Source: an optimization exercise on an open RTL-to-GDS flow (aim: small area and a short achievable clock period). Production flows keep margins and buffers that such runs may drop.
At most, simulation tests tie the RTL to the original design; equivalence was not proved.
Power figures rest on the tool's default switching activity, not on a simulated workload.

== east ==
==> module decode_alu, before the edit <==
module decode_alu (
	input [31:0] inst,
	input [31:0] rs1,
	input [31:0] rs2,
	output [31:0] a,
	output [31:0] b,
	output [31:0] d,
	output [12:0] ctl
);
	wire [6:0] opc = inst[6:0];
	wire [2:0] f3 = inst[14:12];
	wire is_op    = opc == 7'b0110011;
	wire is_opimm = opc == 7'b0010011;
	wire is_lui   = opc == 7'b0110111;
	wire is_load  = opc == 7'b0000011;
	wire is_store = opc == 7'b0100011;
	wire is_br    = opc == 7'b1100011;
	wire is_alu   = is_op | is_opimm;
	wire is_sll   = is_alu & (f3 == 3'd1);
	wire is_sr    = is_alu & (f3 == 3'd5);
	wire is_slt   = is_alu & (f3[2:1] == 2'b01);
	wire do_sub   = is_op & (f3 == 3'd0) & inst[30];
	wire do_add   = (is_alu & (f3 == 3'd0)) | is_load | is_store | is_lui;
	wire sub = do_sub | is_slt | (is_br & f3[2]);
	wire i2 = inst[2], i4 = inst[4];
	wire rev = i4 & (f3 == 3'b001);                    
	wire shp = i4 & ~i2 & (f3[1:0] == 2'b01);          
	wire [4:0] shamt = inst[5] ? rs2[4:0] : inst[24:20];
	wire fill = inst[30] & f3[2] & rs1[31];
	wire [31:0] ar;
	genvar i;
	generate for (i = 0; i < 32; i = i + 1) begin : g_rev
		assign ar[i] = rs1[31 - i];
	end endgenerate
	wire [31:0] x0 = rev ? ar : rs1;
	wire [31:0] x1 = (shp & shamt[4]) ? {{16{fill}}, x0[31:16]} : x0;
	wire [31:0] x2 = (shp & shamt[3]) ? {{8{fill}}, x1[31:8]} : x1;
	assign a = x2 & {32{~i2}};
	wire [31:0] iimm = {{20{inst[31]}}, inst[31:20]};
	wire [31:0] simm = {{20{inst[31]}}, inst[31:25], inst[11:7]};
	wire [31:0] bsel = is_lui ? {inst[31:12], 12'b0} :
	                   is_store ? simm :
	                   (is_opimm | is_load) ? iimm : rs2;
	assign b = bsel ^ {32{sub}};
	assign d = {rs2[31:16] & {16{f3 == 3'd2}}, rs2[15:8] & {8{f3 == 3'd1 || f3 == 3'd2}},
	            rs2[7:0] & {8{f3[2] == 1'b0 && f3[1:0] != 2'b11}}};
	wire is_xor = is_alu & (f3 == 3'd4);
	wire is_or  = is_alu & (f3 == 3'd6);
	wire is_and = is_alu & (f3 == 3'd7);
	wire br_x = is_br & (f3[2:1] == 2'b00);
	wire kp = do_add | is_xor | is_or | br_x;
	wire kg = is_or | is_and;
	wire en_lt = is_slt | (is_br & f3[2]);
	wire uns = is_br ? f3[1] : f3[0];
	wire ten = is_br & (f3[2:1] != 2'b01);
	wire inv = f3[0];
	wire arith = inst[30];
	wire [1:0] wk = ~is_store ? 2'd0 : (f3 == 3'd0) ? 2'd1 : (f3 == 3'd1) ? 2'd2 : (f3 == 3'd2) ? 2'd3 : 2'd0;
	assign ctl = {wk, arith, is_sr, is_sll, inv, ten, uns, en_lt, do_add, kg, kp, sub};
endmodule
==> module alu, before the edit <==
module alu (
	input [31:0] a,
	input [31:0] b,
	input [10:0] ctl,
	output [31:0] alu_out,
	output taken
);
	wire sub = ctl[0];
	wire kp = ctl[1];
	wire kg = ctl[2];
	wire ce = ctl[3];
	wire en_lt = ctl[4];
	wire uns = ctl[5];
	wire ten = ctl[6];
	wire inv = ctl[7];
	wire kl = ctl[8];
	wire kr = ctl[9];
	wire arith = ctl[10];
	wire [31:0] p = a ^ b;
	wire [31:0] g = a & b;
	wire [32:0] c;
	prefix_carry #(.W(32)) pc0 (.p(p), .g(g), .ci(sub), .c(c));
	wire ltu = ~c[32];
	wire lt = uns ? ltu : (ltu ^ a[31] ^ ~b[31]);
	wire eq = ~|p;
	wire fill = arith & kr & a[31];
	wire [31:0] sr = $signed({fill, a}) >>> b[2:0];
	wire [31:0] sh;
	genvar i;
	generate for (i = 0; i < 32; i = i + 1) begin : g_sh
		assign sh[i] = (sr[i] & kr) | (sr[31 - i] & kl);
	end endgenerate
	wire [31:0] l = (p & {32{kp}}) | (g & {32{kg}});
	wire [31:0] r = (l ^ (c[31:0] & {32{ce}})) | sh;
	assign alu_out = {r[31:1], r[0] | (lt & en_lt)};
	assign taken = ten & ((en_lt ? lt : eq) ^ inv);
endmodule
==> module branch_hi, before the edit <==
module branch_hi (
	input [33:0] branch_lo,
	output [31:0] branch_target
);
	wire sg = branch_lo[33];
	wire cy = branch_lo[32];
	wire [18:0] hi = branch_lo[31:13];
	wire dn = sg & ~cy;
	wire [18:0] x = hi ^ {19{dn}};
	wire [18:0] t;
	genvar i;
	generate for (i = 0; i < 19; i = i + 1) begin : g_t
		if (i == 0) begin : g0
			assign t[i] = 1'b1;
		end else begin : gn
			assign t[i] = &x[i-1:0];
		end
	end endgenerate
	wire [18:0] hi_t = hi ^ (t & {19{cy ^ sg}});
	assign branch_target = {hi_t, branch_lo[12:0]};
endmodule
Settings: LEC_CHECK=0, CAP_MARGIN=20, CORE_MARGIN=2, CORE_UTILIZATION=55, CTS_CLUSTER_DIAMETER=80, CTS_CLUSTER_SIZE=30, SETUP_SLACK_MARGIN=2.5, SLEW_MARGIN=20; clock period 5.5 ns.
standard.sh (not shown) runs the stock make flow with config.mk's settings and CLKGATE_MAP_FILE= SYNTH_SCRIPT=/design/flow/synth_recipe.tcl, a recipe that flattens the netlist after the stock synthesis.
==> flow/flow/run.sh <==
#!/bin/bash
# Own layout flow: the standard layout (standard.sh, standard synthesis
# unchanged), except that buffer_ports gives every port a buf_1 buffer.
# make's full output goes to standard.log; each ORFS step logs under orfs/logs/.
set -euo pipefail
export BUFFER_PORTS_ARGS="-buffer_cell sky130_fd_sc_hd__buf_1"
bash standard.sh > standard.log 2>&1
#### Input delta (west over east)
==> flow/design.v, changed modules only <==
module decode_alu (
	input [31:0] inst,
	input [31:0] rs1,
	input [31:0] rs2,
	output [31:0] a,
	output [31:0] b,
	output [31:0] d,
	output [12:0] ctl
);
	wire [6:0] opc = inst[6:0];
	wire [2:0] f3 = inst[14:12];
	wire is_op    = opc == 7'b0110011;
	wire is_opimm = opc == 7'b0010011;
	wire is_lui   = opc == 7'b0110111;
	wire is_load  = opc == 7'b0000011;
	wire is_store = opc == 7'b0100011;
	wire is_br    = opc == 7'b1100011;
	wire is_alu   = is_op | is_opimm;
	wire is_sll   = is_alu & (f3 == 3'd1);
	wire is_sr    = is_alu & (f3 == 3'd5);
	wire is_slt   = is_alu & (f3[2:1] == 2'b01);
	wire do_sub   = is_op & (f3 == 3'd0) & inst[30];
	wire do_add   = (is_alu & (f3 == 3'd0)) | is_load | is_store | is_lui;
	wire sub = do_sub | is_slt | (is_br & f3[2]);
	wire [31:0] ar;
	genvar i;
	generate for (i = 0; i < 32; i = i + 1) begin : g_rev
		assign ar[i] = rs1[31 - i];
	end endgenerate
	assign a = is_sll ? ar : (rs1 & {32{~is_lui}});
	wire [31:0] iimm = {{20{inst[31]}}, inst[31:20]};
	wire [31:0] simm = {{20{inst[31]}}, inst[31:25], inst[11:7]};
	wire [31:0] bsel = is_lui ? {inst[31:12], 12'b0} :
	                   is_store ? simm :
	                   (is_opimm | is_load) ? iimm : rs2;
	assign b = bsel ^ {32{sub}};
	assign d = {rs2[31:16] & {16{f3 == 3'd2}}, rs2[15:8] & {8{f3 == 3'd1 || f3 == 3'd2}},
	            rs2[7:0] & {8{f3[2] == 1'b0 && f3[1:0] != 2'b11}}};
	wire is_xor = is_alu & (f3 == 3'd4);
	wire is_or  = is_alu & (f3 == 3'd6);
	wire is_and = is_alu & (f3 == 3'd7);
	wire br_x = is_br & (f3[2:1] == 2'b00);
	wire kp = do_add | is_xor | is_or | br_x;
	wire kg = is_or | is_and;
	wire en_lt = is_slt | (is_br & f3[2]);
	wire uns = is_br ? f3[1] : f3[0];
	wire ten = is_br & (f3[2:1] != 2'b01);
	wire inv = f3[0];
	wire arith = inst[30];
	wire [1:0] wk = ~is_store ? 2'd0 : (f3 == 3'd0) ? 2'd1 : (f3 == 3'd1) ? 2'd2 : (f3 == 3'd2) ? 2'd3 : 2'd0;
	assign ctl = {wk, arith, is_sr, is_sll, inv, ten, uns, en_lt, do_add, kg, kp, sub};
endmodule
module alu (
	input [31:0] a,
	input [31:0] b,
	input [10:0] ctl,
	output [31:0] alu_out,
	output taken
);
	wire sub = ctl[0];
	wire kp = ctl[1];
	wire kg = ctl[2];
	wire ce = ctl[3];
	wire en_lt = ctl[4];
	wire uns = ctl[5];
	wire ten = ctl[6];
	wire inv = ctl[7];
	wire kl = ctl[8];
	wire kr = ctl[9];
	wire arith = ctl[10];
	wire [31:0] p = a ^ b;
	wire [31:0] g = a & b;
	wire [32:0] c;
	prefix_carry #(.W(32)) pc0 (.p(p), .g(g), .ci(sub), .c(c));
	wire ltu = ~c[32];
	wire lt = uns ? ltu : (ltu ^ a[31] ^ ~b[31]);
	wire eq = ~|p;
	wire fill = arith & kr & a[31];
	wire [31:0] sr = $signed({fill, a}) >>> b[4:0];
	wire [31:0] sh;
	genvar i;
	generate for (i = 0; i < 32; i = i + 1) begin : g_sh
		assign sh[i] = (sr[i] & kr) | (sr[31 - i] & kl);
	end endgenerate
	wire [31:0] l = (p & {32{kp}}) | (g & {32{kg}});
	wire [31:0] r = (l ^ (c[31:0] & {32{ce}})) | sh;
	assign alu_out = {r[31:1], r[0] | (lt & en_lt)};
	assign taken = ten & ((en_lt ? lt : eq) ^ inv);
endmodule
module branch_hi (
	input [33:0] branch_lo,
	output [31:0] branch_target
);
	wire sg = branch_lo[33];
	wire cy = branch_lo[32];
	wire [18:0] hi = branch_lo[31:13];
	wire [18:0] inc, dec;
	genvar i;
	generate for (i = 0; i < 19; i = i + 1) begin : g_id
		if (i == 0) begin : g0
			assign inc[i] = ~hi[i];
			assign dec[i] = ~hi[i];
		end else begin : gn
			assign inc[i] = hi[i] ^ (&hi[i-1:0]);
			assign dec[i] = hi[i] ^ ~(|hi[i-1:0]);
		end
	end endgenerate
	wire [18:0] hi_t = (cy == sg) ? hi : (cy ? inc : dec);
	assign branch_target = {hi_t, branch_lo[12:0]};
endmodule
Findings:
Sort east and west by number of cells in the finished layout apart from fillers, descending, and west comes first.
Re combinational power share: east and west aren't equal, and the lower value belongs to east.
The final reports for west and east show count of clock-buffer cells in the layout lower in the former.
Looking at first-iteration DRC count across east and west, the one that comes out higher is west.
Register share of total power, east and west: larger value in west
For east, only the layout was checked, not whether the RTL still works.

[re-timing with driven ports]
How much do the figures lean on ideal ports? The routed layouts below were timed once more, with nothing changed but the port constraints. Step 1 sets driving cells, clkbuf_16 on the clock port and buf_2 on the other inputs (assumed; they add their load-dependent delay and slew). Step 2 adds t to the input delays and takes it off the output delays; t is the mean of the earliest and latest rising clock arrival at the registers after step 1. Input paths then give back, and output paths get back, about the clock's delay inside the block. a / b / c = ideal ports / drivers / drivers and shift; a / b = the first two.
run	t (ns)	slack for setup (ns)	latest minus earliest clock arrival (ns)
east	0.542	2.591 / 2.541 / 2.069	0.030 / 0.030
west	0.522	2.592 / 2.543 / 2.150	0.033 / 0.032
After both steps every run listed still meets setup and hold. The setup slack of east, which loses most, moves by -0.050 ns with the drivers and by -0.522 ns with both steps.
